This is an optimization exercise on Yosys and OpenROAD, whose aim is small area and a short achievable clock period, not a production implementation. Function was not checked in any run shown here: the RTL went through the layout flow alone.

==> flow/design.v, too long to show whole: its modules and the start of the top module <==
// module MAC: 1409 lines
// module FA: 6 lines
// module INV: 5 lines
// module AOI21: 5 lines
// module OAI21: 5 lines
// module NAND2: 5 lines
// module NOR2: 5 lines
// module XOR2: 5 lines
// module XNOR2: 5 lines
// module HA: 6 lines
module MAC(A,B,out,clk,reset);
  // ...
==> flow/flow/run.sh <==
#!/bin/bash
# The standard layout (standard.sh: standard synthesis and ORFS flow, SDC unchanged),
# with a hook after repair_design that sizes the port buffers and the operand inverters
# (hooks.tcl); knobs.sh holds the cell choices. make's output goes to make_flow.log, each
# ORFS step's log to orfs/logs/.
set -euo pipefail
HERE=$(cd "$(dirname "$0")" && pwd)
source "$HERE/knobs.sh"
export PORT_BUF_IN PORT_BUF_OUT OPND_INV DOWNSIZE HOOK_MARGIN
bash standard.sh BUFFER_PORTS_ARGS="-buffer_cell $PORT_BUF_IN" POST_RESIZE_TCL="$HERE/hooks.tcl" SETUP_SLACK_MARGIN=$MARGIN finish > make_flow.log 2>&1
==> flow/flow/hooks.tcl <==
# Sourced by ORFS after repair_design in the resize step (POST_RESIZE_TCL).
# Port buffers: inputs get $::env(PORT_BUF_IN), outputs $::env(PORT_BUF_OUT).
# Inverters fed by an input buffer (the operand inverters of the NOR partial
# products, each driving 16 gates) get $::env(OPND_INV).
set block [ord::get_db_block]
set n_in 0; set n_out 0; set n_inv 0
foreach bterm [$block getBTerms] {
  set net [$bterm getNet]
  if {$net eq "NULL"} continue
  set name [$bterm getName]
  if {$name eq "clk"} continue
  if {[$bterm getIoType] eq "INPUT"} {
    foreach it [$net getITerms] {
      set inst [$it getInst]
      set m [[$inst getMaster] getName]
      if {![string match "sky130_fd_sc_hd__*buf*" $m]} continue
      if {$m ne $::env(PORT_BUF_IN)} { replace_cell [get_cells [$inst getName]] [get_lib_cells $::env(PORT_BUF_IN)] }
      incr n_in
      foreach ot [$inst getITerms] {
        if {![$ot isOutputSignal]} continue
        set onet [$ot getNet]
        if {$onet eq "NULL"} continue
        foreach lt [$onet getITerms] {
          set li [$lt getInst]
          set lm [[$li getMaster] getName]
          if {[string match "sky130_fd_sc_hd__inv_*" $lm] && [$lt isInputSignal] && $::env(OPND_INV) ne ""} {
            replace_cell [get_cells [$li getName]] [get_lib_cells $::env(OPND_INV)]
            incr n_inv
          }
        }
      }
    }
  } else {
    foreach it [$net getITerms] {
      if {![$it isOutputSignal]} continue
      set inst [$it getInst]
      set m [[$inst getMaster] getName]
      if {![string match "sky130_fd_sc_hd__*buf*" $m]} continue
      if {$m ne $::env(PORT_BUF_OUT)} { replace_cell [get_cells [$inst getName]] [get_lib_cells $::env(PORT_BUF_OUT)] }
      incr n_out
    }
  }
}
puts "hooks: $n_in input buffers, $n_out output buffers, $n_inv operand inverters resized"

# Optional: every other cell to its drive-1 size (synthesis picks larger ones for speed),
# then repair_timing aiming at $::env(HOOK_MARGIN) ns of setup slack, so that only the
# cells on the paths that set the achieved period are sized up.
if {[info exists ::env(DOWNSIZE)] && $::env(DOWNSIZE)} {
  set n_down 0
  foreach inst [$block getInsts] {
    set m [[$inst getMaster] getName]
    if {[string match "*dfrtp*" $m] || [string match "*dfstp*" $m]} continue
    if {![regexp {^(sky130_fd_sc_hd__[a-z0-9]+)_([0-9]+)$} $m -> base sz]} continue
    if {$sz <= 1} continue
    set iname [$inst getName]
    if {[string match "input*" $iname] || [string match "output*" $iname]} continue
    if {[string match "sky130_fd_sc_hd__inv*" $m] && $::env(OPND_INV) eq $m} continue
    set lc [get_lib_cells -quiet ${base}_1]
    if {$lc eq ""} continue
    replace_cell [get_cells $iname] $lc
    incr n_down
  }
  puts "hooks: $n_down cells downsized"
}
if {[info exists ::env(HOOK_MARGIN)] && $::env(HOOK_MARGIN) > 0} {
  estimate_parasitics -placement
  puts "hooks: worst slack before [sta::worst_slack_cmd max]"
  repair_timing -setup -setup_margin $::env(HOOK_MARGIN) -match_cell_footprint -verbose
  puts "hooks: worst slack after [sta::worst_slack_cmd max]"
}
==> flow/flow/knobs.sh <==
PORT_BUF_IN=sky130_fd_sc_hd__buf_1
PORT_BUF_OUT=sky130_fd_sc_hd__buf_2
OPND_INV=sky130_fd_sc_hd__inv_4
MARGIN=0
DOWNSIZE=1
HOOK_MARGIN=0
==> flow/standard.sh <==
#!/bin/bash
# synth_recipe.tcl (not shown) runs the flow's synth.tcl, then flattens the netlist and writes it again
# the make line also repeats each setting of config.mk as NAME=value (left out here)
make -C /OpenROAD-flow-scripts/flow DESIGN_CONFIG=/design/flow/config.mk WORK_HOME=/design/flow/orfs CLKGATE_MAP_FILE= SYNTH_SCRIPT=/design/flow/synth_recipe.tcl "${@:-finish}"
==> flow/config.mk <==
export PLATFORM = sky130hd
export DESIGN_NAME = MAC
export DESIGN_NICKNAME = MAC
export VERILOG_FILES = /design/flow/design.v
export SDC_FILE = /design/flow/constraint.sdc
export NUM_CORES = 4
export LEC_CHECK = 0
export CAP_MARGIN = 20
export CORE_MARGIN = 2
export CORE_UTILIZATION = 40
export SLEW_MARGIN = 20
export SYNTH_HIERARCHICAL = 1
==> flow/constraint.sdc <==
create_clock -name core_clock -period 18.0 [get_ports {clk}]
set_input_delay 3.6000 -clock core_clock [delete_from_list [all_inputs] [get_ports {clk}]]
set_output_delay 3.6000 -clock core_clock [all_outputs]
set_load 0.01 [all_outputs]
==> reports/qor.yml, run 1 <==
arrival_ns: 3.97
met1_length_mm: 9.92
grt_use_met1: 0.254
cts-root-buf: "clkbuf_16"
crit_chain: "ha_1 -> a21oi_1 -> o21ai_1 -> a21oi_1 -> o21ai_1 -> clkbuf_2 -> a21oi_1 -> nor2_1 -> xor2_1 -> buf_2"
seq_area_mm2: 0.00170
boundaryPins: 70
max_freq_mhz: 132
final-clk-cell-share: 0.0304
finalMaxSlewViolations: 0
hold_depth: 1
fin_ws_ns: 10.43
multi_input_comb_cells: 697
synth-compound-area-share: 0.0573
synthesis.area_mm2: 0.0101
dpl_cell_area_mm2: 0.00977
synth-adder-area-share: 0.501
ctsHtreeMaxLevel: 3
cts_setup_buffers: 0
outcome: "timing/DRC/antenna clean"
reg2reg_to: "y[18]"
crit_slowest_cell: "a21oi_1"
die_w_um: 163
period_needed_ns: 7.57
ys_seq_area_frac: 0.168
hold_buffers: 0
fill_cells: 2467
drt_iter0_drc: 380
sh_seq_area: 0.168
start_util: 0.405
gp_congestion: 0.844
cts_sinks: 68
largest_register_ffs: 36
whs_ns: 0.452
setup_viol: 0
maxSlewHeadroom: 0.360
grt_pass1_wl_mm: 38.2
area_share_nonclk_buffers: 0.0340
worstHoldStart: "x[35]"
synth_edf_count: 0
synth-simple-area-share: 0.119
synth.top_cell.area_share: 0.442
==> run 2: changes to the inputs <==
--- a/flow/design.v
+++ b/flow/design.v
@@ -1,16 +1,18 @@
 module MAC(A,B,out,clk,reset);
   input [15:0] A,B;
   input clk,reset;
   output [35:0] out;
   reg [35:0] x;
   reg [35:0] y;
   wire [35:0] acc = out;
   wire [35:0] nx, ny;
+  reg cr;    
+  wire ncr;
   wire na0, nb0;
   INV uia0 (A[0], na0);
   INV uib0 (B[0], nb0);
   wire na1, nb1;
   INV uia1 (A[1], na1);
   INV uib1 (B[1], nb1);
   wire na2, nb2;
   INV uia2 (A[2], na2);
@@ -785,28 +787,41 @@
   wire s473, c474;
   FA us473 (s361, c414, s415, s473, c474);
   wire s475, c476;
   FA us475 (c362, s417, c416, s475, c476);
   wire s477, c478;
   FA us477 (c364, s419, c418, s477, c478);
   wire s479, c480;
   FA us479 (acc[30], pp_15_15, c420, s479, c480);
-  assign nx[0] = acc[0];
-  assign ny[0] = pp_0_0;
-  assign nx[1] = pp_1_0;
-  assign ny[1] = s421;
-  assign nx[2] = c422;
-  assign ny[2] = s423;
-  assign nx[3] = c424;
-  assign ny[3] = s425;
-  assign nx[4] = c426;
-  assign ny[4] = s427;
-  assign nx[5] = c428;
-  assign ny[5] = s429;
+  wire s481, c482;
+  HA us481 (acc[0], pp_0_0, s481, c482);
+  wire s483, c484;
+  FA us483 (pp_1_0, c482, s421, s483, c484);
+  wire s485, c486;
+  FA us485 (c422, c484, s423, s485, c486);
+  wire s487, c488;
+  FA us487 (c424, s425, c486, s487, c488);
+  wire s489, c490;
+  FA us489 (c426, s427, c488, s489, c490);
+  wire s491, c492;
+  FA us491 (c428, s429, c490, s491, c492);
+  assign ncr = c492;
+  assign nx[0] = s481;
+  assign ny[0] = 1'b0;
+  assign nx[1] = s483;
+  assign ny[1] = 1'b0;
+  assign nx[2] = s485;
+  assign ny[2] = 1'b0;
+  assign nx[3] = s487;
+  assign ny[3] = 1'b0;
+  assign nx[4] = s489;
+  assign ny[4] = 1'b0;
+  assign nx[5] = s491;
+  assign ny[5] = 1'b0;
   assign nx[6] = c430;
   assign ny[6] = s431;
   assign nx[7] = c432;
   assign ny[7] = s433;
   assign nx[8] = c434;
   assign ny[8] = s435;
   assign nx[9] = c436;
   assign ny[9] = s437;
@@ -861,556 +876,488 @@
   assign nx[34] = acc[34];
   assign ny[34] = 1'b0;
   assign nx[35] = acc[35];
   assign ny[35] = 1'b0;
   always @(posedge clk or posedge reset)
     if (reset) begin
       x <= 36'd0;
       y <= 36'd0;
+      cr <= 1'b0;
     end else begin
+      cr <= ncr;
       x <= nx;
       y <= ny;
     end
   wire ag1, ap2;
-  HA uap2 (x[0], y[0], ap2, ag1);
+  HA uap2 (x[6], y[6], ap2, ag1);
   wire ag3, ap4;
-  HA uap4 (x[1], y[1], ap4, ag3);
+  HA uap4 (x[7], y[7], ap4, ag3);
   wire ag5, ap6;
-  HA uap6 (x[2], y[2], ap6, ag5);
+  HA uap6 (x[8], y[8], ap6, ag5);
   wire ag7, ap8;
-  HA uap8 (x[3], y[3], ap8, ag7);
+  HA uap8 (x[9], y[9], ap8, ag7);
   wire ag9, ap10;
-  HA uap10 (x[4], y[4], ap10, ag9);
+  HA uap10 (x[10], y[10], ap10, ag9);
   wire ag11, ap12;
-  HA uap12 (x[5], y[5], ap12, ag11);
+  HA uap12 (x[11], y[11], ap12, ag11);
   wire ag13, ap14;
-  HA uap14 (x[6], y[6], ap14, ag13);
+  HA uap14 (x[12], y[12], ap14, ag13);
   wire ag15, ap16;
-  HA uap16 (x[7], y[7], ap16, ag15);
+  HA uap16 (x[13], y[13], ap16, ag15);
   wire ag17, ap18;
-  HA uap18 (x[8], y[8], ap18, ag17);
+  HA uap18 (x[14], y[14], ap18, ag17);
   wire ag19, ap20;
-  HA uap20 (x[9], y[9], ap20, ag19);
+  HA uap20 (x[15], y[15], ap20, ag19);
   wire ag21, ap22;
-  HA uap22 (x[10], y[10], ap22, ag21);
+  HA uap22 (x[16], y[16], ap22, ag21);
   wire ag23, ap24;
-  HA uap24 (x[11], y[11], ap24, ag23);
+  HA uap24 (x[17], y[17], ap24, ag23);
   wire ag25, ap26;
-  HA uap26 (x[12], y[12], ap26, ag25);
+  HA uap26 (x[18], y[18], ap26, ag25);
   wire ag27, ap28;
-  HA uap28 (x[13], y[13], ap28, ag27);
+  HA uap28 (x[19], y[19], ap28, ag27);
   wire ag29, ap30;
-  HA uap30 (x[14], y[14], ap30, ag29);
+  HA uap30 (x[20], y[20], ap30, ag29);
   wire ag31, ap32;
-  HA uap32 (x[15], y[15], ap32, ag31);
+  HA uap32 (x[21], y[21], ap32, ag31);
   wire ag33, ap34;
-  HA uap34 (x[16], y[16], ap34, ag33);
+  HA uap34 (x[22], y[22], ap34, ag33);
   wire ag35, ap36;
-  HA uap36 (x[17], y[17], ap36, ag35);
+  HA uap36 (x[23], y[23], ap36, ag35);
   wire ag37, ap38;
-  HA uap38 (x[18], y[18], ap38, ag37);
+  HA uap38 (x[24], y[24], ap38, ag37);
   wire ag39, ap40;
-  HA uap40 (x[19], y[19], ap40, ag39);
+  HA uap40 (x[25], y[25], ap40, ag39);
   wire ag41, ap42;
-  HA uap42 (x[20], y[20], ap42, ag41);
+  HA uap42 (x[26], y[26], ap42, ag41);
   wire ag43, ap44;
-  HA uap44 (x[21], y[21], ap44, ag43);
+  HA uap44 (x[27], y[27], ap44, ag43);
   wire ag45, ap46;
-  HA uap46 (x[22], y[22], ap46, ag45);
+  HA uap46 (x[28], y[28], ap46, ag45);
   wire ag47, ap48;
-  HA uap48 (x[23], y[23], ap48, ag47);
+  HA uap48 (x[29], y[29], ap48, ag47);
   wire ag49, ap50;
-  HA uap50 (x[24], y[24], ap50, ag49);
+  HA uap50 (x[30], y[30], ap50, ag49);
   wire ag51, ap52;
-  HA uap52 (x[25], y[25], ap52, ag51);
-  wire ag53, ap54;
-  HA uap54 (x[26], y[26], ap54, ag53);
-  wire ag55, ap56;
-  HA uap56 (x[27], y[27], ap56, ag55);
-  wire ag57, ap58;
-  HA uap58 (x[28], y[28], ap58, ag57);
-  wire ag59, ap60;
-  HA uap60 (x[29], y[29], ap60, ag59);
-  wire ag61, ap62;
-  HA uap62 (x[30], y[30], ap62, ag61);
-  wire ag63, ap64;
-  HA uap64 (x[31], y[31], ap64, ag63);
+  HA uap52 (x[31], y[31], ap52, ag51);
+  wire aG53;
+  AOI21 uaG53 (ap4, ag1, ag3, aG53);
+  wire at54;
+  NAND2 uat54 (ap4, ap2, at54);
+  wire aG55;
+  AOI21 uaG55 (ap8, ag5, ag7, aG55);
+  wire at56;
+  NAND2 uat56 (ap8, ap6, at56);
+  wire aG57;
+  AOI21 uaG57 (ap12, ag9, ag11, aG57);
+  wire at58;
+  NAND2 uat58 (ap12, ap10, at58);
+  wire aG59;
+  AOI21 uaG59 (ap16, ag13, ag15, aG59);
+  wire at60;
+  NAND2 uat60 (ap16, ap14, at60);
+  wire aG61;
+  AOI21 uaG61 (ap20, ag17, ag19, aG61);
+  wire at62;
+  NAND2 uat62 (ap20, ap18, at62);
+  wire aG63;
+  AOI21 uaG63 (ap24, ag21, ag23, aG63);
+  wire at64;
+  NAND2 uat64 (ap24, ap22, at64);
   wire aG65;
-  AOI21 uaG65 (ap4, ag1, ag3, aG65);
-  wire aG66;
-  AOI21 uaG66 (ap8, ag5, ag7, aG66);
-  wire at67;
-  NAND2 uat67 (ap8, ap6, at67);
-  wire aG68;
-  AOI21 uaG68 (ap12, ag9, ag11, aG68);
-  wire at69;
-  NAND2 uat69 (ap12, ap10, at69);
-  wire aG70;
-  AOI21 uaG70 (ap16, ag13, ag15, aG70);
-  wire at71;
-  NAND2 uat71 (ap16, ap14, at71);
-  wire aG72;
-  AOI21 uaG72 (ap20, ag17, ag19, aG72);
-  wire at73;
-  NAND2 uat73 (ap20, ap18, at73);
-  wire aG74;
-  AOI21 uaG74 (ap24, ag21, ag23, aG74);
-  wire at75;
-  NAND2 uat75 (ap24, ap22, at75);
-  wire aG76;
-  AOI21 uaG76 (ap28, ag25, ag27, aG76);
-  wire at77;
-  NAND2 uat77 (ap28, ap26, at77);
-  wire aG78;
-  AOI21 uaG78 (ap32, ag29, ag31, aG78);
+  AOI21 uaG65 (ap28, ag25, ag27, aG65);
+  wire at66;
+  NAND2 uat66 (ap28, ap26, at66);
+  wire aG67;
+  AOI21 uaG67 (ap32, ag29, ag31, aG67);
+  wire at68;
+  NAND2 uat68 (ap32, ap30, at68);
+  wire aG69;
+  AOI21 uaG69 (ap36, ag33, ag35, aG69);
+  wire at70;
+  NAND2 uat70 (ap36, ap34, at70);
+  wire aG71;
+  AOI21 uaG71 (ap40, ag37, ag39, aG71);
+  wire at72;
+  NAND2 uat72 (ap40, ap38, at72);
+  wire aG73;
+  AOI21 uaG73 (ap44, ag41, ag43, aG73);
+  wire at74;
+  NAND2 uat74 (ap44, ap42, at74);
+  wire aG75;
+  AOI21 uaG75 (ap48, ag45, ag47, aG75);
+  wire at76;
+  NAND2 uat76 (ap48, ap46, at76);
+  wire aG77;
+  AOI21 uaG77 (ap52, ag49, ag51, aG77);
+  wire at78;
+  NAND2 uat78 (ap52, ap50, at78);
   wire at79;
-  NAND2 uat79 (ap32, ap30, at79);
+  NAND2 uat79 (x[33], x[32], at79);
   wire aG80;
-  AOI21 uaG80 (ap36, ag33, ag35, aG80);
-  wire at81;
-  NAND2 uat81 (ap36, ap34, at81);
+  AOI21 uaG80 (ap2, cr, ag1, aG80);
+  wire ai81;
+  INV uai81 (cr, ai81);
   wire aG82;
-  AOI21 uaG82 (ap40, ag37, ag39, aG82);
-  wire at83;
-  NAND2 uat83 (ap40, ap38, at83);
+  OAI21 uaG82 (at54, ai81, aG53, aG82);
+  wire ai83;
+  INV uai83 (aG55, ai83);
   wire aG84;
-  AOI21 uaG84 (ap44, ag41, ag43, aG84);
-  wire at85;
-  NAND2 uat85 (ap44, ap42, at85);
-  wire aG86;
-  AOI21 uaG86 (ap48, ag45, ag47, aG86);
-  wire at87;
-  NAND2 uat87 (ap48, ap46, at87);
-  wire aG88;
-  AOI21 uaG88 (ap52, ag49, ag51, aG88);
-  wire at89;
-  NAND2 uat89 (ap52, ap50, at89);
+  AOI21 uaG84 (ap10, ai83, ag9, aG84);
+  wire ai85;
+  INV uai85 (ap10, ai85);
+  wire at86;
+  NOR2 uat86 (ai85, at56, at86);
+  wire aG87;
+  OAI21 uaG87 (at58, aG55, aG57, aG87);
+  wire at88;
+  NOR2 uat88 (at58, at56, at88);
+  wire ai89;
+  INV uai89 (aG59, ai89);
   wire aG90;
-  AOI21 uaG90 (ap56, ag53, ag55, aG90);
-  wire at91;
-  NAND2 uat91 (ap56, ap54, at91);
-  wire aG92;
-  AOI21 uaG92 (ap60, ag57, ag59, aG92);
-  wire at93;
-  NAND2 uat93 (ap60, ap58, at93);
-  wire aG94;
-  AOI21 uaG94 (ap64, ag61, ag63, aG94);
-  wire at95;
-  NAND2 uat95 (ap64, ap62, at95);
-  wire at96;
-  NAND2 uat96 (x[33], x[32], at96);
+  AOI21 uaG90 (ap18, ai89, ag17, aG90);
+  wire ai91;
+  INV uai91 (ap18, ai91);
+  wire at92;
+  NOR2 uat92 (ai91, at60, at92);
+  wire aG93;
+  OAI21 uaG93 (at62, aG59, aG61, aG93);
+  wire at94;
+  NOR2 uat94 (at62, at60, at94);
+  wire ai95;
+  INV uai95 (aG63, ai95);
+  wire aG96;
+  AOI21 uaG96 (ap26, ai95, ag25, aG96);
   wire ai97;
-  INV uai97 (ag5, ai97);
-  wire ai98;
-  INV uai98 (ap6, ai98);
+  INV uai97 (ap26, ai97);
+  wire at98;
+  NOR2 uat98 (ai97, at64, at98);
   wire aG99;
-  OAI21 uaG99 (ai98, aG65, ai97, aG99);
-  wire aG100;
-  OAI21 uaG100 (at67, aG65, aG66, aG100);
+  OAI21 uaG99 (at66, aG63, aG65, aG99);
+  wire at100;
+  NOR2 uat100 (at66, at64, at100);
   wire ai101;
-  INV uai101 (ag13, ai101);
-  wire ai102;
-  INV uai102 (ap14, ai102);
-  wire aG103;
-  OAI21 uaG103 (ai102, aG68, ai101, aG103);
+  INV uai101 (aG67, ai101);
+  wire aG102;
+  AOI21 uaG102 (ap34, ai101, ag33, aG102);
+  wire ai103;
+  INV uai103 (ap34, ai103);
   wire at104;
-  NOR2 uat104 (ai102, at69, at104);
+  NOR2 uat104 (ai103, at68, at104);
   wire aG105;
-  OAI21 uaG105 (at71, aG68, aG70, aG105);
+  OAI21 uaG105 (at70, aG67, aG69, aG105);
   wire at106;
-  NOR2 uat106 (at71, at69, at106);
+  NOR2 uat106 (at70, at68, at106);
   wire ai107;
-  INV uai107 (ag21, ai107);
-  wire ai108;
-  INV uai108 (ap22, ai108);
-  wire aG109;
-  OAI21 uaG109 (ai108, aG72, ai107, aG109);
+  INV uai107 (aG71, ai107);
+  wire aG108;
+  AOI21 uaG108 (ap42, ai107, ag41, aG108);
+  wire ai109;
+  INV uai109 (ap42, ai109);
   wire at110;
-  NOR2 uat110 (ai108, at73, at110);
+  NOR2 uat110 (ai109, at72, at110);
   wire aG111;
-  OAI21 uaG111 (at75, aG72, aG74, aG111);
+  OAI21 uaG111 (at74, aG71, aG73, aG111);
   wire at112;
-  NOR2 uat112 (at75, at73, at112);
+  NOR2 uat112 (at74, at72, at112);
   wire ai113;
-  INV uai113 (ag29, ai113);
-  wire ai114;
-  INV uai114 (ap30, ai114);
-  wire aG115;
-  OAI21 uaG115 (ai114, aG76, ai113, aG115);
+  INV uai113 (aG75, ai113);
+  wire aG114;
+  AOI21 uaG114 (ap50, ai113, ag49, aG114);
+  wire ai115;
+  INV uai115 (ap50, ai115);
   wire at116;
-  NOR2 uat116 (ai114, at77, at116);
+  NOR2 uat116 (ai115, at76, at116);
   wire aG117;
-  OAI21 uaG117 (at79, aG76, aG78, aG117);
+  OAI21 uaG117 (at78, aG75, aG77, aG117);
   wire at118;
-  NOR2 uat118 (at79, at77, at118);
+  NOR2 uat118 (at78, at76, at118);
   wire ai119;
-  INV uai119 (ag37, ai119);
-  wire ai120;
-  INV uai120 (ap38, ai120);
+  INV uai119 (x[34], ai119);
+  wire at120;
+  NOR2 uat120 (ai119, at79, at120);
   wire aG121;
-  OAI21 uaG121 (ai120, aG80, ai119, aG121);
+  AOI21 uaG121 (ap14, aG87, ag13, aG121);
   wire at122;
-  NOR2 uat122 (ai120, at81, at122);
-  wire aG123;
-  OAI21 uaG123 (at83, aG80, aG82, aG123);
-  wire at124;
-  NOR2 uat124 (at83, at81, at124);
+  NAND2 uat122 (ap14, at88, at122);
+  wire ai123;
+  INV uai123 (aG87, ai123);
+  wire aG124;
+  OAI21 uaG124 (at60, ai123, aG59, aG124);
   wire ai125;
-  INV uai125 (ag45, ai125);
-  wire ai126;
-  INV uai126 (ap46, ai126);
-  wire aG127;
-  OAI21 uaG127 (ai126, aG84, ai125, aG127);
-  wire at128;
-  NOR2 uat128 (ai126, at85, at128);
-  wire aG129;
-  OAI21 uaG129 (at87, aG84, aG86, aG129);
-  wire at130;
-  NOR2 uat130 (at87, at85, at130);
-  wire ai131;
-  INV uai131 (ag53, ai131);
-  wire ai132;
-  INV uai132 (ap54, ai132);
-  wire aG133;
-  OAI21 uaG133 (ai132, aG88, ai131, aG133);
-  wire at134;
-  NOR2 uat134 (ai132, at89, at134);
+  INV uai125 (at60, ai125);
+  wire at126;
+  NAND2 uat126 (ai125, at88, at126);
+  wire ai127;
+  INV uai127 (aG90, ai127);
+  wire aG128;
+  AOI21 uaG128 (at92, aG87, ai127, aG128);
+  wire at129;
+  NAND2 uat129 (at92, at88, at129);
+  wire aG130;
+  AOI21 uaG130 (at94, aG87, aG93, aG130);
+  wire at131;
+  NAND2 uat131 (at94, at88, at131);
+  wire aG132;
+  AOI21 uaG132 (ap30, aG99, ag29, aG132);
+  wire at133;
+  NAND2 uat133 (ap30, at100, at133);
+  wire ai134;
+  INV uai134 (aG99, ai134);
   wire aG135;
-  OAI21 uaG135 (at91, aG88, aG90, aG135);
-  wire at136;
-  NOR2 uat136 (at91, at89, at136);
-  wire ai137;
-  INV uai137 (ag61, ai137);
+  OAI21 uaG135 (at68, ai134, aG67, aG135);
+  wire ai136;
+  INV uai136 (at68, ai136);
+  wire at137;
+  NAND2 uat137 (ai136, at100, at137);
   wire ai138;
-  INV uai138 (ap62, ai138);
+  INV uai138 (aG102, ai138);
   wire aG139;
-  OAI21 uaG139 (ai138, aG92, ai137, aG139);
+  AOI21 uaG139 (at104, aG99, ai138, aG139);
   wire at140;
-  NOR2 uat140 (ai138, at93, at140);
+  NAND2 uat140 (at104, at100, at140);
   wire aG141;
-  OAI21 uaG141 (at95, aG92, aG94, aG141);
+  AOI21 uaG141 (at106, aG99, aG105, aG141);
   wire at142;
-  NOR2 uat142 (at95, at93, at142);
-  wire ai143;
-  INV uai143 (x[34], ai143);
+  NAND2 uat142 (at106, at100, at142);
+  wire aG143;
+  AOI21 uaG143 (ap46, aG111, ag45, aG143);
   wire at144;
-  NOR2 uat144 (ai143, at96, at144);
-  wire aG145;
-  AOI21 uaG145 (ap10, aG100, ag9, aG145);
-  wire ai146;
-  INV uai146 (aG68, ai146);
+  NAND2 uat144 (ap46, at112, at144);
+  wire ai145;
+  INV uai145 (aG111, ai145);
+  wire aG146;
+  OAI21 uaG146 (at76, ai145, aG75, aG146);
   wire ai147;
-  INV uai147 (at69, ai147);
-  wire aG148;
-  AOI21 uaG148 (ai147, aG100, ai146, aG148);
-  wire aG149;
-  AOI21 uaG149 (at104, aG100, aG103, aG149);
+  INV uai147 (at76, ai147);
+  wire at148;
+  NAND2 uat148 (ai147, at112, at148);
+  wire ai149;
+  INV uai149 (aG114, ai149);
   wire aG150;
-  AOI21 uaG150 (at106, aG100, aG105, aG150);
-  wire aG151;
-  AOI21 uaG151 (ap26, aG111, ag25, aG151);
-  wire at152;
-  NAND2 uat152 (ap26, at112, at152);
-  wire ai153;
-  INV uai153 (aG76, ai153);
-  wire ai154;
-  INV uai154 (at77, ai154);
-  wire aG155;
-  AOI21 uaG155 (ai154, aG111, ai153, aG155);
-  wire at156;
-  NAND2 uat156 (ai154, at112, at156);
-  wire aG157;
-  AOI21 uaG157 (at116, aG111, aG115, aG157);
-  wire at158;
-  NAND2 uat158 (at116, at112, at158);
+  AOI21 uaG150 (at116, aG111, ai149, aG150);
+  wire at151;
+  NAND2 uat151 (at116, at112, at151);
+  wire aG152;
+  AOI21 uaG152 (at118, aG111, aG117, aG152);
+  wire at153;
+  NAND2 uat153 (at118, at112, at153);
+  wire aG154;
+  AOI21 uaG154 (ap6, aG82, ag5, aG154);
+  wire ai155;
+  INV uai155 (aG82, ai155);
+  wire aG156;
+  OAI21 uaG156 (at56, ai155, aG55, aG156);
+  wire ai157;
+  INV uai157 (aG84, ai157);
+  wire aG158;
+  AOI21 uaG158 (at86, aG82, ai157, aG158);
   wire aG159;
-  AOI21 uaG159 (at118, aG111, aG117, aG159);
-  wire at160;
-  NAND2 uat160 (at118, at112, at160);
-  wire aG161;
-  AOI21 uaG161 (ap42, aG123, ag41, aG161);
-  wire at162;
-  NAND2 uat162 (ap42, at124, at162);
-  wire ai163;
-  INV uai163 (aG84, ai163);
-  wire ai164;
-  INV uai164 (at85, ai164);
-  wire aG165;
-  AOI21 uaG165 (ai164, aG123, ai163, aG165);
-  wire at166;
-  NAND2 uat166 (ai164, at124, at166);
-  wire aG167;
-  AOI21 uaG167 (at128, aG123, aG127, aG167);
+  AOI21 uaG159 (at88, aG82, aG87, aG159);
+  wire aG160;
+  OAI21 uaG160 (at122, ai155, aG121, aG160);
+  wire ai161;
+  INV uai161 (at126, ai161);
+  wire aG162;
+  AOI21 uaG162 (ai161, aG82, aG124, aG162);
+  wire aG163;
+  OAI21 uaG163 (at129, ai155, aG128, aG163);
+  wire aG164;
+  OAI21 uaG164 (at131, ai155, aG130, aG164);
+  wire ai165;
+  INV uai165 (aG141, ai165);
+  wire aG166;
+  AOI21 uaG166 (ap38, ai165, ag37, aG166);
+  wire ai167;
+  INV uai167 (ap38, ai167);
   wire at168;
-  NAND2 uat168 (at128, at124, at168);
+  NOR2 uat168 (ai167, at142, at168);
   wire aG169;
-  AOI21 uaG169 (at130, aG123, aG129, aG169);
+  OAI21 uaG169 (at72, aG141, aG71, aG169);
   wire at170;
-  NAND2 uat170 (at130, at124, at170);
-  wire aG171;
-  AOI21 uaG171 (ap58, aG135, ag57, aG171);
-  wire at172;
-  NAND2 uat172 (ap58, at136, at172);
-  wire ai173;
-  INV uai173 (aG92, ai173);
-  wire ai174;
-  INV uai174 (at93, ai174);
-  wire aG175;
-  AOI21 uaG175 (ai174, aG135, ai173, aG175);
+  NOR2 uat170 (at72, at142, at170);
+  wire ai171;
+  INV uai171 (at110, ai171);
+  wire aG172;
+  OAI21 uaG172 (ai171, aG141, aG108, aG172);
+  wire at173;
+  NOR2 uat173 (ai171, at142, at173);
+  wire aG174;
+  AOI21 uaG174 (at112, ai165, aG111, aG174);
+  wire ai175;
+  INV uai175 (at112, ai175);
   wire at176;
-  NAND2 uat176 (ai174, at136, at176);
+  NOR2 uat176 (ai175, at142, at176);
   wire aG177;
-  AOI21 uaG177 (at140, aG135, aG139, aG177);
+  OAI21 uaG177 (at144, aG141, aG143, aG177);
   wire at178;
-  NAND2 uat178 (at140, at136, at178);
-  wire aG179;
-  AOI21 uaG179 (at142, aG135, aG141, aG179);
-  wire at180;
-  NAND2 uat180 (at142, at136, at180);
-  wire ai181;
-  INV uai181 (ag17, ai181);
-  wire ai182;
-  INV uai182 (ap18, ai182);
-  wire aG183;
-  OAI21 uaG183 (ai182, aG150, ai181, aG183);
+  NOR2 uat178 (at144, at142, at178);
+  wire ai179;
+  INV uai179 (aG146, ai179);
+  wire aG180;
+  OAI21 uaG180 (at148, aG141, ai179, aG180);
+  wire at181;
+  NOR2 uat181 (at148, at142, at181);
+  wire aG182;
+  OAI21 uaG182 (at151, aG141, aG150, aG182);
+  wire at183;
+  NOR2 uat183 (at151, at142, at183);
   wire aG184;
-  OAI21 uaG184 (at73, aG150, aG72, aG184);
-  wire ai185;
-  INV uai185 (aG109, ai185);
-  wire ai186;
-  INV uai186 (at110, ai186);
-  wire aG187;
-  OAI21 uaG187 (ai186, aG150, ai185, aG187);
-  wire ai188;
-  INV uai188 (aG111, ai188);
+  OAI21 uaG184 (at153, aG141, aG152, aG184);
+  wire at185;
+  NOR2 uat185 (at153, at142, at185);
+  wire aG186;
+  AOI21 uaG186 (ap22, aG164, ag21, aG186);
+  wire ai187;
+  INV uai187 (aG164, ai187);
+  wire aG188;
+  OAI21 uaG188 (at64, ai187, aG63, aG188);
   wire ai189;
-  INV uai189 (at112, ai189);
+  INV uai189 (aG96, ai189);
   wire aG190;
-  OAI21 uaG190 (ai189, aG150, ai188, aG190);
+  AOI21 uaG190 (at98, aG164, ai189, aG190);
   wire aG191;
-  OAI21 uaG191 (at152, aG150, aG151, aG191);
+  AOI21 uaG191 (at100, aG164, aG99, aG191);
   wire aG192;
-  OAI21 uaG192 (at156, aG150, aG155, aG192);
-  wire aG193;
-  OAI21 uaG193 (at158, aG150, aG157, aG193);
+  OAI21 uaG192 (at133, ai187, aG132, aG192);
+  wire ai193;
+  INV uai193 (at137, ai193);
   wire aG194;
-  OAI21 uaG194 (at160, aG150, aG159, aG194);
-  wire ai195;
-  INV uai195 (ag49, ai195);
-  wire ai196;
-  INV uai196 (ap50, ai196);
-  wire aG197;
-  OAI21 uaG197 (ai196, aG169, ai195, aG197);
-  wire at198;
-  NOR2 uat198 (ai196, at170, at198);
+  AOI21 uaG194 (ai193, aG164, aG135, aG194);
+  wire aG195;
+  OAI21 uaG195 (at140, ai187, aG139, aG195);
+  wire aG196;
+  OAI21 uaG196 (at142, ai187, aG141, aG196);
+  wire ai197;
+  INV uai197 (aG166, ai197);
+  wire aG198;
+  AOI21 uaG198 (at168, aG164, ai197, aG198);
   wire aG199;
-  OAI21 uaG199 (at89, aG169, aG88, aG199);
-  wire at200;
-  NOR2 uat200 (at89, at170, at200);
+  AOI21 uaG199 (at170, aG164, aG169, aG199);
+  wire aG200;
+  AOI21 uaG200 (at173, aG164, aG172, aG200);
   wire ai201;
-  INV uai201 (aG133, ai201);
-  wire ai202;
-  INV uai202 (at134, ai202);
+  INV uai201 (aG174, ai201);
+  wire aG202;
+  AOI21 uaG202 (at176, aG164, ai201, aG202);
   wire aG203;
-  OAI21 uaG203 (ai202, aG169, ai201, aG203);
-  wire at204;
-  NOR2 uat204 (ai202, at170, at204);
-  wire ai205;
-  INV uai205 (aG135, ai205);
-  wire ai206;
-  INV uai206 (at136, ai206);
-  wire aG207;
-  OAI21 uaG207 (ai206, aG169, ai205, aG207);
+  AOI21 uaG203 (at178, aG164, aG177, aG203);
+  wire aG204;
+  AOI21 uaG204 (at181, aG164, aG180, aG204);
+  wire aG205;
+  AOI21 uaG205 (at183, aG164, aG182, aG205);
+  wire aG206;
+  AOI21 uaG206 (at185, aG164, aG184, aG206);
+  wire ai207;
+  INV uai207 (x[32], ai207);
   wire at208;
-  NOR2 uat208 (ai206, at170, at208);
-  wire aG209;
-  OAI21 uaG209 (at172, aG169, aG171, aG209);
-  wire at210;
-  NOR2 uat210 (at172, at170, at210);
-  wire aG211;
-  OAI21 uaG211 (at176, aG169, aG175, aG211);
-  wire at212;
-  NOR2 uat212 (at176, at170, at212);
-  wire aG213;
-  OAI21 uaG213 (at178, aG169, aG177, aG213);
-  wire at214;
-  NOR2 uat214 (at178, at170, at214);
-  wire aG215;
-  OAI21 uaG215 (at180, aG169, aG179, aG215);
-  wire at216;
-  NOR2 uat216 (at180, at170, at216);
-  wire aG217;
-  AOI21 uaG217 (ap34, aG194, ag33, aG217);
-  wire ai218;
-  INV uai218 (aG80, ai218);
-  wire ai219;
-  INV uai219 (at81, ai219);
-  wire aG220;
-  AOI21 uaG220 (ai219, aG194, ai218, aG220);
-  wire aG221;
-  AOI21 uaG221 (at122, aG194, aG121, aG221);
-  wire aG222;
-  AOI21 uaG222 (at124, aG194, aG123, aG222);
-  wire ai223;
-  INV uai223 (aG161, ai223);
-  wire ai224;
-  INV uai224 (at162, ai224);
-  wire aG225;
-  AOI21 uaG225 (ai224, aG194, ai223, aG225);
-  wire ai226;
-  INV uai226 (aG165, ai226);
-  wire ai227;
-  INV uai227 (at166, ai227);
-  wire aG228;
-  AOI21 uaG228 (ai227, aG194, ai226, aG228);
-  wire ai229;
-  INV uai229 (aG167, ai229);
-  wire ai230;
-  INV uai230 (at168, ai230);
-  wire aG231;
-  AOI21 uaG231 (ai230, aG194, ai229, aG231);
-  wire ai232;
-  INV uai232 (aG169, ai232);
-  wire ai233;
-  INV uai233 (at170, ai233);
-  wire aG234;
-  AOI21 uaG234 (ai233, aG194, ai232, aG234);
-  wire aG235;
-  AOI21 uaG235 (at198, aG194, aG197, aG235);
-  wire aG236;
-  AOI21 uaG236 (at200, aG194, aG199, aG236);
-  wire aG237;
-  AOI21 uaG237 (at204, aG194, aG203, aG237);
-  wire aG238;
-  AOI21 uaG238 (at208, aG194, aG207, aG238);
-  wire aG239;
-  AOI21 uaG239 (at210, aG194, aG209, aG239);
-  wire aG240;
-  AOI21 uaG240 (at212, aG194, aG211, aG240);
-  wire aG241;
-  AOI21 uaG241 (at214, aG194, aG213, aG241);
-  wire aG242;
-  AOI21 uaG242 (at216, aG194, aG215, aG242);
-  wire ai243;
-  INV uai243 (x[32], ai243);
-  wire at244;
-  NOR2 uat244 (ai243, aG242, at244);
-  wire at245;
-  NOR2 uat245 (at96, aG242, at245);
-  wire ai246;
-  INV uai246 (at144, ai246);
-  wire at247;
-  NOR2 uat247 (ai246, aG242, at247);
-  assign out[0] = ap2;
-  wire ao248;
-  XOR2 uao248 (ap4, ag1, ao248);
-  assign out[1] = ao248;
-  wire ao249;
-  XNOR2 uao249 (ap6, aG65, ao249);
-  assign out[2] = ao249;
-  wire ao250;
-  XOR2 uao250 (ap8, aG99, ao250);
-  assign out[3] = ao250;
-  wire ao251;
-  XOR2 uao251 (ap10, aG100, ao251);
-  assign out[4] = ao251;
-  wire ao252;
-  XNOR2 uao252 (ap12, aG145, ao252);
-  assign out[5] = ao252;
-  wire ao253;
-  XNOR2 uao253 (ap14, aG148, ao253);
-  assign out[6] = ao253;
-  wire ao254;
-  XNOR2 uao254 (ap16, aG149, ao254);
-  assign out[7] = ao254;
-  wire ao255;
-  XNOR2 uao255 (ap18, aG150, ao255);
-  assign out[8] = ao255;
-  wire ao256;
-  XOR2 uao256 (ap20, aG183, ao256);
-  assign out[9] = ao256;
-  wire ao257;
-  XOR2 uao257 (ap22, aG184, ao257);
-  assign out[10] = ao257;
-  wire ao258;
-  XOR2 uao258 (ap24, aG187, ao258);
-  assign out[11] = ao258;
-  wire ao259;
-  XOR2 uao259 (ap26, aG190, ao259);
-  assign out[12] = ao259;
-  wire ao260;
-  XOR2 uao260 (ap28, aG191, ao260);
-  assign out[13] = ao260;
-  wire ao261;
-  XOR2 uao261 (ap30, aG192, ao261);
-  assign out[14] = ao261;
-  wire ao262;
-  XOR2 uao262 (ap32, aG193, ao262);
-  assign out[15] = ao262;
-  wire ao263;
-  XOR2 uao263 (ap34, aG194, ao263);
-  assign out[16] = ao263;
-  wire ao264;
-  XNOR2 uao264 (ap36, aG217, ao264);
-  assign out[17] = ao264;
-  wire ao265;
-  XNOR2 uao265 (ap38, aG220, ao265);
-  assign out[18] = ao265;
-  wire ao266;
-  XNOR2 uao266 (ap40, aG221, ao266);
-  assign out[19] = ao266;
-  wire ao267;
-  XNOR2 uao267 (ap42, aG222, ao267);
-  assign out[20] = ao267;
-  wire ao268;
-  XNOR2 uao268 (ap44, aG225, ao268);
-  assign out[21] = ao268;
-  wire ao269;
-  XNOR2 uao269 (ap46, aG228, ao269);
-  assign out[22] = ao269;
-  wire ao270;
-  XNOR2 uao270 (ap48, aG231, ao270);
-  assign out[23] = ao270;
-  wire ao271;
-  XNOR2 uao271 (ap50, aG234, ao271);
-  assign out[24] = ao271;
-  wire ao272;
-  XNOR2 uao272 (ap52, aG235, ao272);
-  assign out[25] = ao272;
-  wire ao273;
-  XNOR2 uao273 (ap54, aG236, ao273);
-  assign out[26] = ao273;
-  wire ao274;
-  XNOR2 uao274 (ap56, aG237, ao274);
-  assign out[27] = ao274;
-  wire ao275;
-  XNOR2 uao275 (ap58, aG238, ao275);
-  assign out[28] = ao275;
-  wire ao276;
-  XNOR2 uao276 (ap60, aG239, ao276);
-  assign out[29] = ao276;
-  wire ao277;
-  XNOR2 uao277 (ap62, aG240, ao277);
-  assign out[30] = ao277;
-  wire ao278;
-  XNOR2 uao278 (ap64, aG241, ao278);
-  assign out[31] = ao278;
-  wire ao279;
-  XNOR2 uao279 (x[32], aG242, ao279);
-  assign out[32] = ao279;
-  wire ao280;
-  XOR2 uao280 (x[33], at244, ao280);
-  assign out[33] = ao280;
-  wire ao281;
-  XOR2 uao281 (x[34], at245, ao281);
-  assign out[34] = ao281;
-  wire ao282;
-  XOR2 uao282 (x[35], at247, ao282);
-  assign out[35] = ao282;
+  NOR2 uat208 (ai207, aG206, at208);
+  wire at209;
+  NOR2 uat209 (at79, aG206, at209);
+  wire ai210;
+  INV uai210 (at120, ai210);
+  wire at211;
+  NOR2 uat211 (ai210, aG206, at211);
+  assign out[0] = x[0];
+  assign out[1] = x[1];
+  assign out[2] = x[2];
+  assign out[3] = x[3];
+  assign out[4] = x[4];
+  assign out[5] = x[5];
+  wire ao212;
+  XOR2 uao212 (ap2, cr, ao212);
+  assign out[6] = ao212;
+  wire ao213;
+  XNOR2 uao213 (ap4, aG80, ao213);
+  assign out[7] = ao213;
+  wire ao214;
+  XOR2 uao214 (ap6, aG82, ao214);
+  assign out[8] = ao214;
+  wire ao215;
+  XNOR2 uao215 (ap8, aG154, ao215);
+  assign out[9] = ao215;
+  wire ao216;
+  XOR2 uao216 (ap10, aG156, ao216);
+  assign out[10] = ao216;
+  wire ao217;
+  XNOR2 uao217 (ap12, aG158, ao217);
+  assign out[11] = ao217;
+  wire ao218;
+  XNOR2 uao218 (ap14, aG159, ao218);
+  assign out[12] = ao218;
+  wire ao219;
+  XOR2 uao219 (ap16, aG160, ao219);
+  assign out[13] = ao219;
+  wire ao220;
+  XNOR2 uao220 (ap18, aG162, ao220);
+  assign out[14] = ao220;
+  wire ao221;
+  XOR2 uao221 (ap20, aG163, ao221);
+  assign out[15] = ao221;
+  wire ao222;
+  XOR2 uao222 (ap22, aG164, ao222);
+  assign out[16] = ao222;
+  wire ao223;
+  XNOR2 uao223 (ap24, aG186, ao223);
+  assign out[17] = ao223;
+  wire ao224;
+  XOR2 uao224 (ap26, aG188, ao224);
+  assign out[18] = ao224;
+  wire ao225;
+  XNOR2 uao225 (ap28, aG190, ao225);
+  assign out[19] = ao225;
+  wire ao226;
+  XNOR2 uao226 (ap30, aG191, ao226);
+  assign out[20] = ao226;
+  wire ao227;
+  XOR2 uao227 (ap32, aG192, ao227);
+  assign out[21] = ao227;
+  wire ao228;
+  XNOR2 uao228 (ap34, aG194, ao228);
+  assign out[22] = ao228;
+  wire ao229;
+  XOR2 uao229 (ap36, aG195, ao229);
+  assign out[23] = ao229;
+  wire ao230;
+  XOR2 uao230 (ap38, aG196, ao230);
+  assign out[24] = ao230;
+  wire ao231;
+  XNOR2 uao231 (ap40, aG198, ao231);
+  assign out[25] = ao231;
+  wire ao232;
+  XNOR2 uao232 (ap42, aG199, ao232);
+  assign out[26] = ao232;
+  wire ao233;
+  XNOR2 uao233 (ap44, aG200, ao233);
+  assign out[27] = ao233;
+  wire ao234;
+  XNOR2 uao234 (ap46, aG202, ao234);
+  assign out[28] = ao234;
+  wire ao235;
+  XNOR2 uao235 (ap48, aG203, ao235);
+  assign out[29] = ao235;
+  wire ao236;
+  XNOR2 uao236 (ap50, aG204, ao236);
+  assign out[30] = ao236;
+  wire ao237;
+  XNOR2 uao237 (ap52, aG205, ao237);
+  assign out[31] = ao237;
+  wire ao238;
+  XNOR2 uao238 (x[32], aG206, ao238);
+  assign out[32] = ao238;
+  wire ao239;
+  XOR2 uao239 (x[33], at208, ao239);
+  assign out[33] = ao239;
+  wire ao240;
+  XOR2 uao240 (x[34], at209, ao240);
+  assign out[34] = ao240;
+  wire ao241;
+  XOR2 uao241 (x[35], at211, ao241);
+  assign out[35] = ao241;
 endmodule
 module FA(a, b, c, s, co);
   input a, b, c;
   output s, co;
   assign s = a ^ b ^ c;
   assign co = (a & b) | (a & c) | (b & c);
 endmodule
 module INV(a, y);
==> flow/flow/knobs.sh (replaced) <==
PORT_BUF_IN=sky130_fd_sc_hd__buf_1
PORT_BUF_OUT=sky130_fd_sc_hd__buf_2
OPND_INV=sky130_fd_sc_hd__inv_4
MARGIN=0
DOWNSIZE=0
HOOK_MARGIN=0
==> reports/qor.yml, run 2 <==
max_freq_mhz: 142  # was 132 MHz
post-place-ws_ns: 10.99  # was 10.43 ns
ctsHtreeMaxLevel: 3  # unchanged
rows: 57  # was 58
vias_per_cell: 5.02  # about the same
final-hold-violation-count: 0  # unchanged
start_kind: "flip-flop"  # unchanged
drive_above_1_share: 0.174  # was 0.0941
yosys-top-cells-area: "fa_1 46%, dfrtp_1 16%, nor2_1 9.8%, ha_1 5.4%, buf_6 5.3%"  # was fa_1 44%, dfrtp_1 17%, nor2_1 9.7%, buf_6 6.3%, ha_1 5.9%
gp_congestion: 0.840  # was 0.844
synth_common_cells: "259 x nor2_1, 229 x fa_1, 71 x inv_1, 63 x dfrtp_1"  # was 263 x nor2_1, 224 x fa_1, 82 x inv_1, 68 x dfrtp_1, 57 x buf_6
syn_inst: 913  # was 947
synth_edf_count: 0  # unchanged
ys_warn_count: 7  # unchanged
cts_buffers: 9  # unchanged
clk_pin_slew_ns: 0.06  # was 0.07 ns
synth_ff_type: "dfrtp_1"  # unchanged
period_share: 0.392  # was 0.421
drt-wirelength-per-cell_um: 19.0  # was 18.5 um
finalMaxSlewViolations: 0  # unchanged
dr.pass1.iters: 5  # unchanged
cts-root-buf: "clkbuf_16"  # unchanged
track_usage: 0.190  # was 0.191
grt_max_degree: 64  # was 69
cts_sinks: 63  # was 68
setup_viol: 0  # unchanged
layout_common_cells: "259 x nor2_1, 229 x fa_1, 63 x dfrtp_1"  # was 282 x nor2_1, 224 x fa_1, 68 x dfrtp_1
async_reset_ff_frac: 1.00  # unchanged
clk_latency_ns: 0.35  # about the same
cts_setup_buffers: 0  # unchanged
cts_tree: "yes"  # unchanged
cts_resized: 0  # unchanged
synth_cell_types: 14  # unchanged
timing.setup.tns_ns: 0  # unchanged
synth-seq-cells: 63  # was 68
vias: 6149  # was 6344
largest-register: "x"  # unchanged
die_y_um: 162  # was 163 um
start_util: 0.408  # was 0.405
area_growth_pct: 1.24  # was -0.271%
syn_avg_cell_area_um2: 10.9  # was 10.7 um^2
boundaryPins: 70  # unchanged
wirelength_mm: 23.2  # was 23.4 mm
ys_seq_area_frac: 0.158  # was 0.168
hold_buffers: 0  # unchanged
min_path_type: "flip-flop to flip-flop"  # unchanged
cp.required_ns: 14.40  # about the same
path_class: "flip-flop to primary output"  # unchanged
grt_pass1_wl_mm: 37.8  # was 38.2 mm
skew_ns: 0.0122  # was 0.00995 ns
reg.largest.list: "x (36), y (26), cr (1)"  # was x (36), y (32)
die_w_um: 162  # was 163 um
arrival_ns: 3.46  # was 3.97 ns
port-buffer-count: 69  # unchanged
maxSlewHeadroom: 0.427  # was 0.360
final_nets: 1202  # was 1236
antenna_cells: 0  # unchanged
layout_commonest_cell: "nor2_1"  # unchanged
worstMarginPinSlew_ns: 0.860  # was 0.961 ns
synth.top_cell.area_share: 0.460  # was 0.442
die-area_mm2: 0.0262  # was 0.0266 mm^2
grt_overflow: 0  # unchanged
period_needed_ns: 7.06  # was 7.57 ns
post-route-util: 0.414  # was 0.404
dpl.hpwl_mm: 17.5  # was 18.0 mm
crit_fanout: 14  # was 17
yosysTopAreaCell: "fa_1"  # unchanged
grt_antenna_before_repair: 0  # unchanged
coreArea_mm2: 0.0244  # was 0.0250 mm^2
outcome: "timing/DRC/antenna clean"  # unchanged
largest_register_ffs: 36  # unchanged
drv_cap: 0  # unchanged
synth_most_common_cell: "nor2_1"  # unchanged
crit_path_end_kind: "primary output"  # unchanged
fin_ws_ns: 10.94  # was 10.43 ns
rsz0062_at_grt: "false"  # unchanged
synthesis.area_mm2: 0.00996  # was 0.0101 mm^2
first_global_vias: 6796  # was 6924
ant_nets: 0  # unchanged
drc: 0  # unchanged
synth_nets: 1219  # was 1253
drt_iter0_drc: 360  # was 380
cts_buffer_depth: 2  # unchanged
-- run 2: stage by stage --
step	instance area [um^2]	cells	hold slack, ns
6_report	10100	1225	0.470
2_1_floorplan	9960	913	0.432
3_3_place_gp	9650	1209	0.442
3_5_place_dp	9780	1209	0.469
4_1_cts	10100	1225	0.480
5_1_grt	10100	1225	0.491
-- run 2: worst paths after layout --
| kind | from | endpoint | slack, ns | cells after the start |
|---|---|---|---|---|
| max | x[6] | out[18] | 10.94 | 10 |
| max in group asynchronous | reset | x[2] | 13.91 | 3 |
| min in group asynchronous | reset | x[34] | 3.50 | 3 |
| min | x[35] | x[35] | 0.47 | 1 |
| max reg2reg | x[6] | y[19] | 12.27 | 15 |
| min reg2reg | x[35] | x[35] | 0.47 | 1 |
-- run 2: routing by layer --
layer,up-vias,global-route usage,share of wire
met5,-,0,0
met4,0,0.0479,0.021
met3,40,0.0327,0.049
met2,188,0.310,0.49
met1,3256,0.265,0.44
li1,2665,-,-
-- run 2: kinds of logic (layout without fill, tap and decap cells) --
group | count (synthesis) | count (layout) | synth area share
adder cells (fa/ha/maj) | 272 | 272 | 0.514
XOR/XNOR | 30 | 30 | 0.0264
AND/OR/NAND/NOR | 306 | 306 | 0.121
AO/OA/AOI/OAI | 71 | 71 | 0.0534
buffers and inverters | 171 | 159 | 0.127
flip-flops | 63 | 63 | 0.158
-- run 2: critical path, cell delays in order, from the launching register on --
cell	delay [ns]
dfrtp_1	0.37
ha_1	0.34
nand2_1	0.06
o21ai_1	0.54
inv_1	0.25
o21ai_2	0.19
buf_4	0.31
inv_1	0.19
o21ai_1	0.19
xor2_1	0.44
buf_2	0.23
-- run 2: Yosys stat by module (local to each module, per instance), a selection --
module | cells | times used
HA | 1 | 43
XNOR2 | 1 | 17
AOI21 | 1 | 47
NOR2 | 1 | 24
INV | 1 | 70
XOR2 | 1 | 13
MAC | 420 | 1
-- run 2: layout make-up --
cell class                 count  area [um^2]
timing repair buffer          72          327
multi-input combinational    679         7120
inverter                      71          349
tap                          324          405
clock inverter                 6         68.8
clock buffer                  10          239
fill                        2387        14300
sequential                    63         1580
==> run 3: changes to the inputs <==
--- a/flow/design.v
+++ b/flow/design.v
@@ -1362,7 +1362,2 @@
 endmodule
-module INV(a, y);
-  input a;
-  output y;
-  assign y = ~a;
-endmodule
 module AOI21(a1, a2, b1, y);
@@ -1397,2 +1392,7 @@
 endmodule
+module INV(a, y);
+  input a;
+  output y;
+  assign y = ~a;
+endmodule
 module HA(a, b, s, co);
--- a/flow/flow/run.sh
+++ b/flow/flow/run.sh
@@ -9,2 +9,4 @@
 export PORT_BUF_IN PORT_BUF_OUT OPND_INV DOWNSIZE HOOK_MARGIN
-bash standard.sh BUFFER_PORTS_ARGS="-buffer_cell $PORT_BUF_IN" POST_RESIZE_TCL="$HERE/hooks.tcl" SETUP_SLACK_MARGIN=$MARGIN finish > make_flow.log 2>&1
+EXTRA=()
+if [[ -n "${CTS_ARGS_K:-}" ]]; then EXTRA+=("CTS_ARGS=$CTS_ARGS_K"); fi
+bash standard.sh BUFFER_PORTS_ARGS="-buffer_cell $PORT_BUF_IN" POST_RESIZE_TCL="$HERE/hooks.tcl" SETUP_SLACK_MARGIN=$MARGIN ${EXTRA[@]+"${EXTRA[@]}"} finish > make_flow.log 2>&1
--- a/flow/flow/knobs.sh
+++ b/flow/flow/knobs.sh
@@ -6 +6,2 @@
 HOOK_MARGIN=0
+CTS_ARGS_K="-sink_clustering_enable -repair_clock_nets -dont_use_dummy_load -buf_list sky130_fd_sc_hd__clkbuf_8"
--- a/flow/config.mk
+++ b/flow/config.mk
@@ -9,3 +9,4 @@
 export CORE_MARGIN = 2
-export CORE_UTILIZATION = 40
+export CORE_UTILIZATION = 60
+export PLACE_DENSITY = 0.8
 export SLEW_MARGIN = 20
==> reports/qor.yml, run 3 <==
dpl.hpwl_mm: 17.4  # was 17.5 mm
layout_commonest_cell: "nor2_1"  # unchanged
largest_register_ffs: 36  # unchanged
ys_seq_area_frac: 0.158  # unchanged
synth-seq-cells: 63  # unchanged
cts-root-buf: "clkbuf_8"  # was clkbuf_16
first_global_vias: 7199  # was 6796
period_needed_ns: 7.05  # was 7.06 ns
synth.top_cell.area_share: 0.460  # unchanged
synth_edf_count: 0  # unchanged
rows: 47  # was 57
synth_nets: 1219  # unchanged
grt_antenna_before_repair: 0  # unchanged
r2r-start: "x[6]"  # unchanged
syn_avg_cell_area_um2: 10.9  # unchanged
final-hold-violation-count: 0  # unchanged
largest-register: "x"  # unchanged
start_kind: "flip-flop"  # unchanged
hold_buffers: 0  # unchanged
synth_most_common_cell: "nor2_1"  # unchanged
finalMaxSlewViolations: 0  # unchanged
yosys-top-cells-area: "fa_1 46%, dfrtp_1 16%, nor2_1 9.8%, ha_1 5.4%, buf_6 5.3%"  # unchanged
worstMarginPinSlew_ns: 0.830  # was 0.860 ns
antenna_cells: 0  # unchanged
min_path_type: "flip-flop to flip-flop"  # unchanged
cts_setup_buffers: 0  # unchanged
drt_iter0_drc: 431  # was 360
cts_tree: "yes"  # unchanged
boundaryPins: 70  # unchanged
ctsHtreeMaxLevel: 3  # unchanged
gp_congestion: 0.904  # was 0.840
port-buffer-count: 69  # unchanged
die_w_um: 133  # was 162 um
stdcell_area_mm2: 0.00977  # was 0.0101 mm^2
synth_ff_type: "dfrtp_1"  # unchanged
final_nets: 1201  # was 1202
ys_warn_count: 7  # unchanged
syn_inst: 913  # unchanged
reg.largest.list: "x (36), y (26), cr (1)"  # unchanged
drt-wirelength-per-cell_um: 20.3  # was 19.0 um
cts_resized: 0  # unchanged
cts_buffer_depth: 2  # unchanged
worstSetupStartpoint: "x[6]"  # unchanged
drc: 0  # unchanged
vias_per_cell: 5.77  # was 5.02
timing.setup.tns_ns: 0  # unchanged
yosysTopAreaCell: "fa_1"  # unchanged
synthesis.area_mm2: 0.00996  # unchanged
die-area_mm2: 0.0177  # was 0.0262 mm^2
async_reset_ff_frac: 1.00  # unchanged
outcome: "timing/DRC/antenna clean"  # unchanged
track_usage: 0.281  # was 0.190
ant_nets: 0  # unchanged
arrival_ns: 3.45  # was 3.46 ns
clk_pin_slew_ns: 0.07  # was 0.06 ns
synth_common_cells: "259 x nor2_1, 229 x fa_1, 71 x inv_1, 63 x dfrtp_1"  # unchanged
dpl_cell_area_mm2: 0.00964  # was 0.00978 mm^2
setup_viol: 0  # unchanged
vias: 6422  # was 6149
rsz0062_at_grt: "false"  # unchanged
wirelength_mm: 22.6  # was 23.2 mm
grt_pass1_wl_mm: 37.4  # was 37.8 mm
cp.required_ns: 14.40  # about the same
max_freq_mhz: 142  # about the same
path_class: "flip-flop to primary output"  # unchanged
post-route-util: 0.595  # was 0.414
synth_cell_types: 14  # unchanged
coreArea_mm2: 0.0164  # was 0.0244 mm^2
period_share: 0.392  # about the same
worstHoldStart: "x[35]"  # unchanged
dr.pass1.iters: 6  # was 5
skew_ns: 0.0196  # was 0.0122 ns
crit_fanout: 14  # unchanged
drive_above_1_share: 0.167  # was 0.174
maxSlewHeadroom: 0.447  # was 0.427
die_y_um: 133  # was 162 um
crit_path_end_kind: "primary output"  # unchanged
grt_max_degree: 64  # unchanged
start_util: 0.607  # was 0.408
cts_buffers: 9  # unchanged
cts_sinks: 63  # unchanged
grt_overflow: 0  # unchanged
drv_cap: 0  # unchanged
layout_common_cells: "259 x nor2_1, 229 x fa_1, 63 x dfrtp_1"  # unchanged
clk_latency_ns: 0.37  # was 0.35 ns
area_growth_pct: -1.98  # was 1.24%
[run 3: stage by stage]
step	setup slack, ns	instances	hold WS [ns]
global route	10.78	1113	0.472
finish	10.95	1113	0.454
floorplan	11.19	913	0.432
CTS	10.95	1113	0.460
detailed placement	11.05	1104	0.450
global placement	10.76	1104	0.443
[run 3: kinds of logic after synthesis]
| kind of cell | Yosys count | synth area share |
|---|---|---|
| compound gates | 71 | 0.0534 |
| xor+xnor | 30 | 0.0264 |
| fa+ha+maj | 272 | 0.514 |
| buf+inv | 171 | 0.127 |
| flops | 63 | 0.158 |
| simple gates | 306 | 0.121 |
[run 3: layout make-up]
type | count | area [um^2]
multi-input combinational | 679 | 7120
fill | 1309 | 6640
sequential | 63 | 1580
inverter | 71 | 349
timing repair buffer | 71 | 319
tap | 220 | 275
clock buffer | 9 | 124
[run 3: routing by layer]
metal | routed length, um | vias to the layer above | GRT usage | share of wire
met1 | 8360 | 3323 | 0.364 | 0.37
met5 | 0 | - | 0 | 0
met3 | 1930 | 87 | 0.0575 | 0.085
met4 | 1080 | 0 | 0.131 | 0.048
li1 | - | 2654 | - | -
met2 | 11200 | 358 | 0.462 | 0.50
[run 3: worst max-delay path, cell delays in order, from the launching register on]
cell and delay, ns:
dfrtp_1 0.38, ha_1 0.34, nand2_1 0.06, o21ai_1 0.52
inv_1 0.23, o21ai_2 0.19, buf_4 0.31, inv_1 0.18
o21ai_1 0.21, xor2_1 0.42, buf_2 0.22
[run 3: per-module statistics from Yosys (local to each module, per instance)]
module | flops+latches | cells | copies in the design
AOI21 | 0 | 1 | 47
FA | 0 | 1 | 229
HA | 0 | 1 | 43
INV | 0 | 1 | 70
MAC | 63 | 420 | 1
NAND2 | 0 | 1 | 26
NOR2 | 0 | 1 | 24
OAI21 | 0 | 1 | 24
XNOR2 | 0 | 1 | 17
XOR2 | 0 | 1 | 13
[run 3: worst paths after layout]
path | slack (ns) | end | depth (start not counted)
max | 10.95 | out[18] | 10
min in group asynchronous | 3.48 | x[15] | 3
min | 0.45 | x[35] | 1
max reg2reg | 12.24 | y[19] | 15
min reg2reg | 0.45 | x[35] | 1
max in group asynchronous | 13.97 | x[21] | 3

-- port drivers added, routing unchanged --
The results above use ideal ports. As a check the final layouts listed here were re-extracted and re-timed, cells and wires unchanged. Step 1 assumes that a clkbuf_16 drives the clock port and a buf_2 every other input. Step 2 also shifts input and output timing later by t, the mid clock arrival at the registers, as if the neighbouring blocks saw the same clock. Slacks: no drivers / after step 1 / after step 2; pairs: no drivers / after step 1.
run	t (ns)	setup WS [ns]	worst setup path after step 2	clock arrival spread, ns
run 1	0.395	10.429 / 10.382 / 10.777	register to output	0.010 / 0.010
run 2	0.384	10.938 / 10.897 / 10.976	input to register	0.012 / 0.012
run 3	0.400	10.949 / 10.909 / 11.019	input to register	0.019 / 0.020
After both steps every run listed still meets setup and hold.
